What follows belongs to an exercise in optimizing a design on an open flow for small area, a short achievable clock period and few clock cycles per item; a production flow would make more cautious choices.
At most, simulation tests tie the RTL to the original design; equivalence was not proved.
Only the layout flow was run in runs 2 and 3; the RTL was not checked for function there.
No activity file was given, so power comes from the tool's default toggle rates.

## flow/design.v (module list and top-level ports; edited modules follow where they fit)
// module booth_multiplier: 1627 lines
module booth_multiplier(clk, reset_n, multiplier, multiplicand, op_start, op_clear, result, op_done);
  // ...
==> flow/flow/run.sh <==
#!/bin/bash
# Standard layout with two changes: the port buffers are plain buffers (buf_2)
# instead of delay buffers, and the resizer may swap a cell for one of
# another footprint.
bash standard.sh MATCH_CELL_FOOTPRINT=0 "BUFFER_PORTS_ARGS=-buffer_cell sky130_fd_sc_hd__buf_2" finish > standard.log 2>&1
==> flow/standard.sh <==
#!/bin/bash
# synth_recipe.tcl (not shown) runs the flow's synth.tcl, then flattens the netlist and writes it again
# the make line also repeats each setting of config.mk as NAME=value (left out here)
make -C /OpenROAD-flow-scripts/flow DESIGN_CONFIG=/design/flow/config.mk WORK_HOME=/design/flow/orfs CLKGATE_MAP_FILE= SYNTH_SCRIPT=/design/flow/synth_recipe.tcl "${@:-finish}"
==> flow/config.mk <==
export PLATFORM = sky130hd
export DESIGN_NAME = booth_multiplier
export DESIGN_NICKNAME = booth_multiplier
export VERILOG_FILES = /design/flow/design.v
export SDC_FILE = /design/flow/constraint.sdc
export NUM_CORES = 4
export LEC_CHECK = 0
export CAP_MARGIN = 20
export CORE_MARGIN = 2
export CORE_UTILIZATION = 40
export SETUP_SLACK_MARGIN = 3.3
export SLEW_MARGIN = 20
==> flow/constraint.sdc <==
create_clock -name core_clock -period 6.0 [get_ports {clk}]
set_input_delay 1.2000 -clock core_clock [delete_from_list [all_inputs] [get_ports {clk}]]
set_output_delay 1.2000 -clock core_clock [all_outputs]
set_load 0.01 [all_outputs]
==> flow_summary.toml, run 1 <==
[status]
status = "finished clean"

[worst_setup_path]
path_delay_family = "simple AND/OR/NAND/NOR gates"
startpoint_type = "register"
rr_endpoint = "S[63]$_DFF_P_"
cp_max_fo = 5
worst-path-buf-inv = 1

[synthesis]
synth-seq-cells = 301
synth_cells = 2257
syn_avg_cell_area_um2 = 10.2
syn_nets = 2724

[finish]
multi_input_area_mm2 = 0.0165
final_common_cell = "buf_2"
finalNonFillerCells = 3469
design_area_mm2 = 0.0314
multi_input_area_share = 0.525
fin_util = 0.554
drive_above_1_share = 0.402

[route]
drtAntennaViolNets = 0
drt_pass1_iterations = 5
dr_total_vias = 18987
wl_met1_um = 31800

[timing]
finalSetupTns_ns = 0
hold_violations = 0
post-route-min-period_ns = 3.08

[power_and_ir_drop]
pwr-share-clk = 0.179
total_power_w = 0.0142
netSwitchingFraction = 0.416
internal-power_w = 0.00830

[cts]
h-tree-depth = 2
insertion_delay_ns = 0.59

[floorplan]
core_area_mm2 = 0.0567
die_h_um = 244

[grt]
grt_max_degree = 82
Testbench counts, summed over its fixed seeds: cycles 5,760, items 480.
==> inputs of run 2 (changes only) <==
--- a/flow/design.v
+++ b/flow/design.v
@@ -570,16 +570,40 @@
 	wire fs255 = pp2[64] ^ pp3[62] ^ fc253;
 	wire fc255 = (pp2[64] & pp3[62]) | (pp2[64] & fc253) | (pp3[62] & fc253);
 	wire fs256 = ~(pp3[63] ^ fc255);
 	wire fc256 = pp3[63] | fc255;
 	wire [71:0] sp = {1'b0, pp3[64], fs256, fc254, fs254, fc250, fs250, fc244, fc240, fc236, fc232, fc228, fc224, fc220, fc216, fc212, fc208, fc204, fc200, fc196, fc192, fc188, fc184, fc180, fc176, fc172, fc168, fc164, fc160, fc156, fc152, fc148, fc144, fc140, fc136, fc132, fc128, fc124, fc120, fc116, fc112, fc108, fc104, fc100, fc96, fc92, fc88, fc84, fc80, fc76, fc72, fc68, fc64, fc60, fc56, fc52, fc48, fc44, fc40, fc36, fc32, fc28, fc24, fc20, fc16, fc12, fc9, fc6, fs5, fc2, pp0[1], pp0[0]};
 	wire [71:0] cp = {1'b0, fc256, 1'b0, fs255, fc252, fs252, fc247, fs247, fs244, fs240, fs236, fs232, fs228, fs224, fs220, fs216, fs212, fs208, fs204, fs200, fs196, fs192, fs188, fs184, fs180, fs176, fs172, fs168, fs164, fs160, fs156, fs152, fs148, fs144, fs140, fs136, fs132, fs128, fs124, fs120, fs116, fs112, fs108, fs104, fs100, fs96, fs92, fs88, fs84, fs80, fs76, fs72, fs68, fs64, fs60, fs56, fs52, fs48, fs44, fs40, fs36, fs32, fs28, fs24, fs20, fs16, fs12, fs9, fs6, fs4, fs2, fs1};
 	wire [63:0] s_next = {(sp[71] | cp[71]) ^ last, sp[70:8]};
 	wire [62:0] c_next = cp[70:8];
+	wire [71:0] asum;
+	wire acarry;
+	booth_final_adder u_add(.S(S), .C(C), .DS(DS), .DC(DC), .cf(cf), .asum(asum), .acarry(acarry));
+	wire [63:0] hi = asum[71:8];
+	wire first = busy & (cnt == 3'd0);
+	always @(posedge clk) begin
+		DS <= busy ? sp[7:0] : 8'b0;
+		DC <= busy ? cp[7:0] : 8'b0;
+		cf <= busy & ~first & acarry;
+		B <= idle ? multiplicand : B;
+		lo <= (busy | fin) ? {asum[7:0], lo[63:8]} : (done ? lo : multiplier);
+		S <= busy ? s_next : (idle ? {1'b1, 63'b0} : hi);
+		C <= busy ? c_next : 63'b0;
+	end
+	assign result = {S, lo};
+	assign op_done = done;
+endmodule
+module booth_final_adder(S, C, DS, DC, cf, asum, acarry);
+	input [63:0] S;
+	input [62:0] C;
+	input [7:0] DS, DC;
+	input cf;
+	output [71:0] asum;
+	output acarry;
 	wire [71:0] aa = {S, DS};
 	wire [71:0] ab = {1'b0, C, DC};
 	wire [71:0] ap = aa ^ ab;
 	wire [72:0] ag0 = {aa & ab, cf};
 	wire [72:0] ap0 = {ap, 1'b0};
 	wire [72:0] ag1, ap1;
 	assign ag1[0] = ag0[0];
 	assign ap1[0] = ap0[0];
@@ -1604,24 +1628,11 @@
 	assign ag7[69] = ag6[69] | (ap6[69] & ag6[63]);
 	assign ap7[69] = ap6[69] & ap6[63];
 	assign ag7[70] = ag6[70] | (ap6[70] & ag6[63]);
 	assign ap7[70] = ap6[70] & ap6[63];
 	assign ag7[71] = ag6[71] | (ap6[71] & ag6[63]);
 	assign ap7[71] = ap6[71] & ap6[63];
 	assign ag7[72] = ag6[72] | (ap6[72] & ag6[63]);
 	assign ap7[72] = ap6[72] & ap6[63];
-	wire [71:0] asum = ap ^ ag7[71:0];
-	wire acarry = ag7[8];   
-	wire [63:0] hi = asum[71:8];
-	wire first = busy & (cnt == 3'd0);
-	always @(posedge clk) begin
-		DS <= busy ? sp[7:0] : 8'b0;
-		DC <= busy ? cp[7:0] : 8'b0;
-		cf <= busy & ~first & acarry;
-		B <= idle ? multiplicand : B;
-		lo <= (busy | fin) ? {asum[7:0], lo[63:8]} : (done ? lo : multiplier);
-		S <= busy ? s_next : (idle ? {1'b1, 63'b0} : hi);
-		C <= busy ? c_next : 63'b0;
-	end
-	assign result = {S, lo};
-	assign op_done = done;
+	assign asum = ap ^ ag7[71:0];
+	assign acarry = ag7[8];   
 endmodule
==> flow/run.sh (new file) <==
#!/bin/bash
# synth_recipe.tcl (not shown) runs the flow's synth.tcl, then flattens the netlist and writes it again
# the make line also repeats each setting of config.mk as NAME=value (left out here)
make -C /OpenROAD-flow-scripts/flow DESIGN_CONFIG=/design/flow/config.mk WORK_HOME=/design/flow/orfs CLKGATE_MAP_FILE= SYNTH_SCRIPT=/design/flow/synth_recipe.tcl finish
--- a/flow/config.mk
+++ b/flow/config.mk
@@ -5,8 +5,9 @@
 export SDC_FILE = /design/flow/constraint.sdc
 export NUM_CORES = 4
 export LEC_CHECK = 0
 export CAP_MARGIN = 20
 export CORE_MARGIN = 2
 export CORE_UTILIZATION = 40
 export SETUP_SLACK_MARGIN = 3.3
 export SLEW_MARGIN = 20
+export SYNTH_HIERARCHICAL = 1
removed: flow/flow/run.sh
removed: flow/standard.sh
==> run 2 against run 1 <==
Against the previous run:
- worst hold slack gained 0.048 ns
- highest routed layer is now met5
- maximum frequency shrank 0.45%
- clock skew shrank 0.018 ns
- critical path depth grew 3
- worst setup slack lost 0.014 ns
- via count shrank 7.7%
- combinational power grew 6.3%
- synthesized area shrank 1.8%
- non-clock buffer count shrank 31
- still clean
- cell area grew 1.5%
- sequential share of layout area shrank 0.18 points
==> flow_summary.toml, run 2 <==
[status]
status = "finished clean"

[synthesis]
syn_nets = 2440
synth_cells = 1972
yosysTopAreaCell = "fa_1"
ys.flop_type = "dfxtp_1"
synth_edf_count = 128
async_flop_share = 0.00997
yosysTopAreaCellShare = 0.226
synthDistinctLibCells = 69
synth.top_cells.by_area = "fa_1, edfxtp_1, dfxtp_1"
post-synth-top-count-cell = "xnor2_1"
synth_seq_area_share = 0.324
synth_warnings = 7
syn_avg_cell_area_um2 = 11.5
syn_area_mm2 = 0.0226
yosys-top-cells-count = "xnor2_1, fa_1, dfxtp_1"
synth-seq-cells = 301

[worst_setup_path]
reg2reg_slack_ns = 2.91
cp_max_fo = 4
critPathCaptureType = "register"
cp_common_cell = "a21o_1"
path_delay_family = "compound AO/OA/AOI/OAI gates"
reg2regPathDepth = 14
r2r_start = "S[20]$_DFF_P_"
slowest_stage = "dfxtp_4"
startpoint_type = "register"
path_cells = "ha_4 -> a21o_1 -> a21o_1 -> a221o_1 -> a31o_1 -> a21oi_4 -> inv_4 -> buf_6 -> nand3_4 -> nor4_4 -> o21a_1 -> o41ai_4 -> xnor2_1 -> a22o_1"
critPathKind = "reg -> reg"
cp_data_arrival_time_ns = 3.56
worst-path-stages = 14
rr_endpoint = "S[50]$_DFF_P_"
slowest_delay_ns = 0.35
crit_start = "S[20]$_DFF_P_"
cp.required_ns = 6.47
worst-path-buf-inv = 2
critPathCapture = "S[50]$_DFF_P_"

[finish]
drive_above_1_share = 0.361
regArea_mm2 = 0.00752
multi_input_area_mm2 = 0.0164
area_delta_synth_final_pct = 40.9
finalNonFillerCells = 3165
final_common_cell = "xnor2_1"
final_cell_mix = "xnor2_1, buf_4, fa_1"
reg_top3 = "B: 64 flops, S: 64 flops, lo: 64 flops"
design_area_mm2 = 0.0319
layout.nets = 2845
num-fill-cells = 4646

[hold_path]
hold_class = "reg -> reg"
hold_depth = 1
hp-start = "cnt[0]$_SDFF_PN0_"

[floorplan]
die_w_um = 242
die_h_um = 242
boundaryPins = 261
start_util = 0.403
die_area_mm2 = 0.0585
core_area_mm2 = 0.0562
num_rows = 87

[power_and_ir_drop]
p_sw_w = 0.00618
pwr-share-clk = 0.162
ir_worst_vdd_mv = 0.255
netSwitchingFraction = 0.416
p_per_area_mw_per_mm2 = 466
power.share.sequential = 0.224
total_power_w = 0.0148
leakage_nw = 12.7
combPwrFrac = 0.613
internal-power_w = 0.00867

[grt]
grt_pass1_wl_um = 111000
grt_antenna_before_repair = 2
grt_max_degree = 90
grt-ovfl-total = 0
grt_pass1_vias = 18399
grt_usage = 0.247

[timing]
hold_violations = 0
fin_crit_sh = 0.516
slew_headroom = 0.348
post-route-min-period_ns = 3.09
finalSetupTns_ns = 0
slew_viol_final = 0
clock.fmax_ghz = 0.323
setup_viol = 0
tightestPinTransition_ns = 0.978
skew_ns = 0.0259
rsz0062_at_grt = "true"

[place]
dp.cells = 2858
numPortBuffers = 260
dp_hpwl_um = 48100
place_area_mm2 = 0.0260
place_congestion = 0.870

[cts]
cts_sinks = 301
cts_root_buf = "clkbuf_16"
h-tree-depth = 2
insertion_delay_ns = 0.59
tritoncts = "done"
cts_buffers = 39
cts_buffer_depth = 3
postCtsHoldBufs = 0
path_clk_slew_ns = 0.05

[route]
dr_total_vias = 17524
drt-initial-drc-count = 1264
drt_pass1_iterations = 5
wl_um = 74900
viasPerCell = 5.54
drtAntennaViolNets = 0
drc = 0
routedWlPerCell_um = 23.7

[job]
drv_cap = 0
## run 2: area by class of cell
cell class,instances,area share
multi-input combinational,1418,0.515
timing repair buffer,514,0.164
antenna,1,0.0000785
tap,756,0.0297
clock buffer,47,0.0325
sequential,301,0.236
clock inverter,25,0.00875
inverter,103,0.0137
## run 2: modules after synthesis, one instance, submodules excluded
| module | cells inside | copies in the design | cell area, um^2 |
|---|---|---|---|
| booth_multiplier | 1584 | 1 | 19700 |
| booth_final_adder | 388 | 1 | 2970 |
## run 2: worst reg2reg max path, stage by stage, from the launching register on
cell and delay, ns:
dfxtp_4 0.35, ha_4 0.24, a21o_1 0.17, a21o_1 0.18, a221o_1 0.33, a31o_1 0.22
a21oi_4 0.27, inv_4 0.09, buf_6 0.13, nand3_4 0.07, nor4_4 0.05, o21a_1 0.23
o41ai_4 0.32, xnor2_1 0.13, a22o_1 0.19
## run 2: power by group through the flow
stage,Clock [W],Sequential (W),Combinational (W)
finish,0.00241,0.00333,0.00911
global route,0.00253,0.00339,0.0101
CTS,0.00246,0.00333,0.00856
detailed placement,0,0.00344,0.00789
global placement,0,0.00343,0.00779
floorplan,0,0.00316,0.00531
## run 2: routing by layer
metal | up-vias | wire length [um] | GRT usage
li1 | 7740 | - | -
met1 | 8881 | 30300 | 0.311
met2 | 726 | 36800 | 0.416
met3 | 175 | 5080 | 0.0505
met4 | 2 | 2660 | 0.0937
met5 | - | 13 | 0
## run 2: how the worst min path moves through the flow
stage	slack (ns)	to
final	0.47	cnt[0]$_SDFF_PN0_
after global routing	0.48	cnt[0]$_SDFF_PN0_
after CTS	0.47	cnt[0]$_SDFF_PN0_
after detailed placement	0.46	cnt[0]$_SDFF_PN0_
after global placement	0.44	cnt[0]$_SDFF_PN0_
after floorplan	0.42	cnt[0]$_SDFF_PN0_
## run 2: kinds of logic after synthesis
family,count (synthesis),share of synthesized area
other,1,0.000166
AO/OA/AOI/OAI,459,0.144
XOR/XNOR,326,0.126
adder cells (fa/ha/maj),336,0.271
AND/OR/NAND/NOR,224,0.0534
flip-flops,301,0.324
buffers and inverters,253,0.0469
multiplexers,72,0.0355
## run 2: through the flow
stage	utilization	hold slack [ns]	setup WS, ns
after floorplan	-	0.420	3.21
after global placement	0.463	0.439	2.38
after detailed placement	0.463	0.462	2.55
after CTS	0.536	0.471	2.90
after global routing	0.568	0.483	2.82
final	0.568	0.466	2.91
## run 2: what timing repair did
item / in CTS / in global routing
gates cloned: 7 / 3
gates resized for setup: 496 / 214
endpoints found under the setup margin: 314 / 162
pin swaps: 217 / 188
setup buffers: 131 / 93
==> inputs of run 3 (changes only) <==
==> flow/flow/run.sh (new file) <==
#!/bin/bash
# Standard layout, except that the port buffers are plain buffers (buf_2)
# instead of the delay buffers buffer_ports picks by default.
bash standard.sh "BUFFER_PORTS_ARGS=-buffer_cell sky130_fd_sc_hd__buf_2" finish > standard.log 2>&1
==> flow/standard.sh (new file) <==
#!/bin/bash
# synth_recipe.tcl (not shown) runs the flow's synth.tcl, then flattens the netlist and writes it again
# the make line also repeats each setting of config.mk as NAME=value (left out here)
make -C /OpenROAD-flow-scripts/flow DESIGN_CONFIG=/design/flow/config.mk WORK_HOME=/design/flow/orfs CLKGATE_MAP_FILE= SYNTH_SCRIPT=/design/flow/synth_recipe.tcl "${@:-finish}"
removed: flow/run.sh
==> run 3 against run 2 <==
Against the previous run:
- global-route usage decreased by 0.70 points
- die area did not move
- largest cell class unchanged
- wire length down 4.2%
- sequential power is essentially flat
- clock-buffer cell count grew 1
- register-to-register slack got worse by 0.03 ns
- clock power about the same
- non-clock buffer count shrank 41
- sequential share of layout area grew 1.2 points
- utilization down 3.1 points
==> flow_summary.toml, run 3 <==
[status]
status = "finished clean"

[finish]
num-fill-cells = 4764
reg_top3 = "B: 64 flops, S: 64 flops, lo: 64 flops"
fin_util = 0.537
area_delta_synth_final_pct = 33.3
diodes = 0
layout.nets = 2803
multi_input_area_mm2 = 0.0162
final_common_cell = "buf_2"
design_area_mm2 = 0.0302
final_cell_mix = "buf_2, xnor2_1, fa_1"
drive_above_1_share = 0.433
regArea_mm2 = 0.00747

[synthesis]
ys.flop_type = "dfxtp_1"
syn_avg_cell_area_um2 = 11.5
synth_edf_count = 128
synthDistinctLibCells = 69
async_flop_share = 0.00997
synth_seq_area_share = 0.324
syn_area_mm2 = 0.0226
synth-seq-cells = 301
yosys-top-cells-count = "xnor2_1, fa_1, dfxtp_1"
synth_cells = 1972
syn_nets = 2440
synth.top_cells.by_area = "fa_1, edfxtp_1, dfxtp_1"
post-synth-top-count-cell = "xnor2_1"
synth_warnings = 7
yosysTopAreaCell = "fa_1"
yosysTopAreaCellShare = 0.226

[cts]
insertion_delay_ns = 0.58
tritoncts = "done"
cts_buffer_depth = 3
path_clk_slew_ns = 0.06
cts_root_buf = "clkbuf_16"
cts_buffers = 38
h-tree-depth = 2
cts_sinks = 301

[worst_setup_path]
critPathKind = "reg -> reg"
slowest_stage = "dfxtp_2"
cp_max_fo = 5
r2r_start = "C[21]$_SDFF_PN0_"
path_delay_family = "compound AO/OA/AOI/OAI gates"
cp_data_arrival_time_ns = 3.58
slowest_delay_ns = 0.39
path_cells = "ha_4 -> and4_2 -> a221o_1 -> a31o_1 -> a21oi_4 -> inv_4 -> a41oi_4 -> nor2b_2 -> or3_4 -> a31oi_1 -> xnor2_1 -> a22o_1"
worst-path-buf-inv = 1
cp.required_ns = 6.46
crit_start = "C[21]$_SDFF_PN0_"
reg2regPathDepth = 12
critPathCapture = "S[38]$_DFF_P_"
reg2reg_slack_ns = 2.88
worst-path-stages = 12
rr_endpoint = "S[38]$_DFF_P_"
critPathCaptureType = "register"
startpoint_type = "register"

[place]
dpl_worst_slack_ns = 2.58
numPortBuffers = 260
place_congestion = 0.899
dp_hpwl_um = 47300
place_area_mm2 = 0.0247

[timing]
slew_headroom = 0.363
setup_viol = 0
skew_ns = 0.0218
slew_viol_final = 0
rsz0062_at_grt = "true"
tightestPinTransition_ns = 0.955
hold_violations = 0
layout_setup_ws_ns = 2.88
clock.fmax_ghz = 0.320
fin_crit_sh = 0.521
finalSetupTns_ns = 0
post-route-min-period_ns = 3.12

[power_and_ir_drop]
ir_worst_vdd_mv = 0.275
leakage_nw = 12.3
p_per_area_mw_per_mm2 = 482

[floorplan]
start_util = 0.403
die_w_um = 242
num_rows = 87
die_h_um = 242
core_area_mm2 = 0.0562
boundaryPins = 261
die_area_mm2 = 0.0585

[grt]
grt_max_degree = 90
grt-ovfl-total = 0
grt_antenna_before_repair = 2
grt_usage = 0.240
grt_pass1_wl_um = 109000
grt_pass1_vias = 18270

[route]
drtAntennaViolNets = 0
drt_pass1_iterations = 6
drc = 0
viasPerCell = 5.56
routedWlPerCell_um = 23.0
dr_total_vias = 17341
wl_um = 71700
drt-initial-drc-count = 1304

[job]
drv_cap = 0

[hold_path]
hold_class = "in -> async"
-- run 3: cell counts after synthesis --
Identical to the previous run, type by type.
-- run 3: modules after synthesis, one instance, submodules excluded --
module,flops+latches,cells inside,cell area (um^2),copies in the design
booth_final_adder,0,388,2970,1
booth_multiplier,301,1584,19700,1
-- run 3: how the worst min path moves through the flow --
stage / endpoint / slack, ns / from
2_1_floorplan: cnt[0]$_SDFF_PN0_ / 0.42 / cnt[0]$_SDFF_PN0_
3_3_place_gp: cnt[0]$_SDFF_PN0_ / 0.44 / cnt[0]$_SDFF_PN0_
3_5_place_dp: cf$_DFF_P_ / 0.44 / cnt[2]$_SDFF_PN0_
4_1_cts: busy$_DFF_PN0_ / 0.38 / reset_n
5_1_grt: busy$_DFF_PN0_ / 0.39 / reset_n
6_report: busy$_DFF_PN0_ / 0.41 / reset_n
-- run 3: repair_timing --
action	in CTS	in global routing
cloned	7	2
hold buffers	0	0
setup buffers	139	45
endpoints found under the setup margin	134	123
resized for setup	309	207
pin swaps	198	187
-- run 3: power breakdown --
group	internal, W	switching [W]
logic	0.00437	0.00445
clock network	0.00142	0.000961
registers	0.00268	0.000635
total	0.00847	0.00605
-- run 3: area by class of cell --
type / count / area share
timing repair buffer: 473 / 0.125
multi-input combinational: 1418 / 0.538
clock buffer: 48 / 0.0334
clock inverter: 22 / 0.00921
sequential: 301 / 0.248
inverter: 103 / 0.0146
tap: 756 / 0.0314
-- run 3: metal layers --
layer	vias to the layer above	GRT usage	share of wire
li1	7667	-	-
met1	8758	0.308	0.40
met2	725	0.409	0.50
met3	191	0.0373	0.065
met4	0	0.0857	0.039
met5	-	0	0
-- run 3: logic make-up (layout without fill, tap and decap cells) --
kind of cell | count (synthesis) | in the layout | synth area share
xor gates and xnor gates | 326 | 326 | 0.126
adders and majority gates | 336 | 336 | 0.271
AOI/OAI and AO/OA | 459 | 459 | 0.144
muxes | 72 | 72 | 0.0355
other | 1 | 1 | 0.000166
DFF | 301 | 301 | 0.324
buffers and inverters | 253 | 646 | 0.0469
and+or+nand+nor | 224 | 224 | 0.0534
-- run 3: per-stage QoR --
stage	std cells	power (W)	hold WS (ns)
final	3121	0.0145	0.405
after CTS	3074	0.0141	0.378
after floorplan	1972	0.00848	0.420
after detailed placement	2858	0.0111	0.442
after global routing	3121	0.0156	0.392
after global placement	2858	0.0109	0.438

==> port drivers added, routing unchanged <==
Ports are ideal in the flow. The routed layouts listed here were re-timed in OpenROAD.
Step 1, drivers: a clkbuf_16 drives clk and a buf_2 each remaining input, both assumed.
Step 2, shift: input delay + t, output delay - t, t = (earliest + latest rising clock arrival at the registers) / 2. This alone moves slack from input paths to output paths.
Three values: no drivers, after step 1, after step 2; two values: the first two.
run | shift t [ns] | setup WS [ns] | worst setup path at the end | slew at the worst register clock pin (ns) | cell pins on the clock port's net
run 1 | 0.627 | 2.920 / 2.920 / 2.920 | register to register | 0.06 / 0.06 | 1
run 2 | 0.639 | 2.906 / 2.906 / 2.906 | register to register | 0.07 / 0.07 | 1
run 3 | 0.626 | 2.877 / 2.877 / 2.877 | register to register | 0.06 / 0.06 | 1
After both steps setup and hold are still met in every run listed.
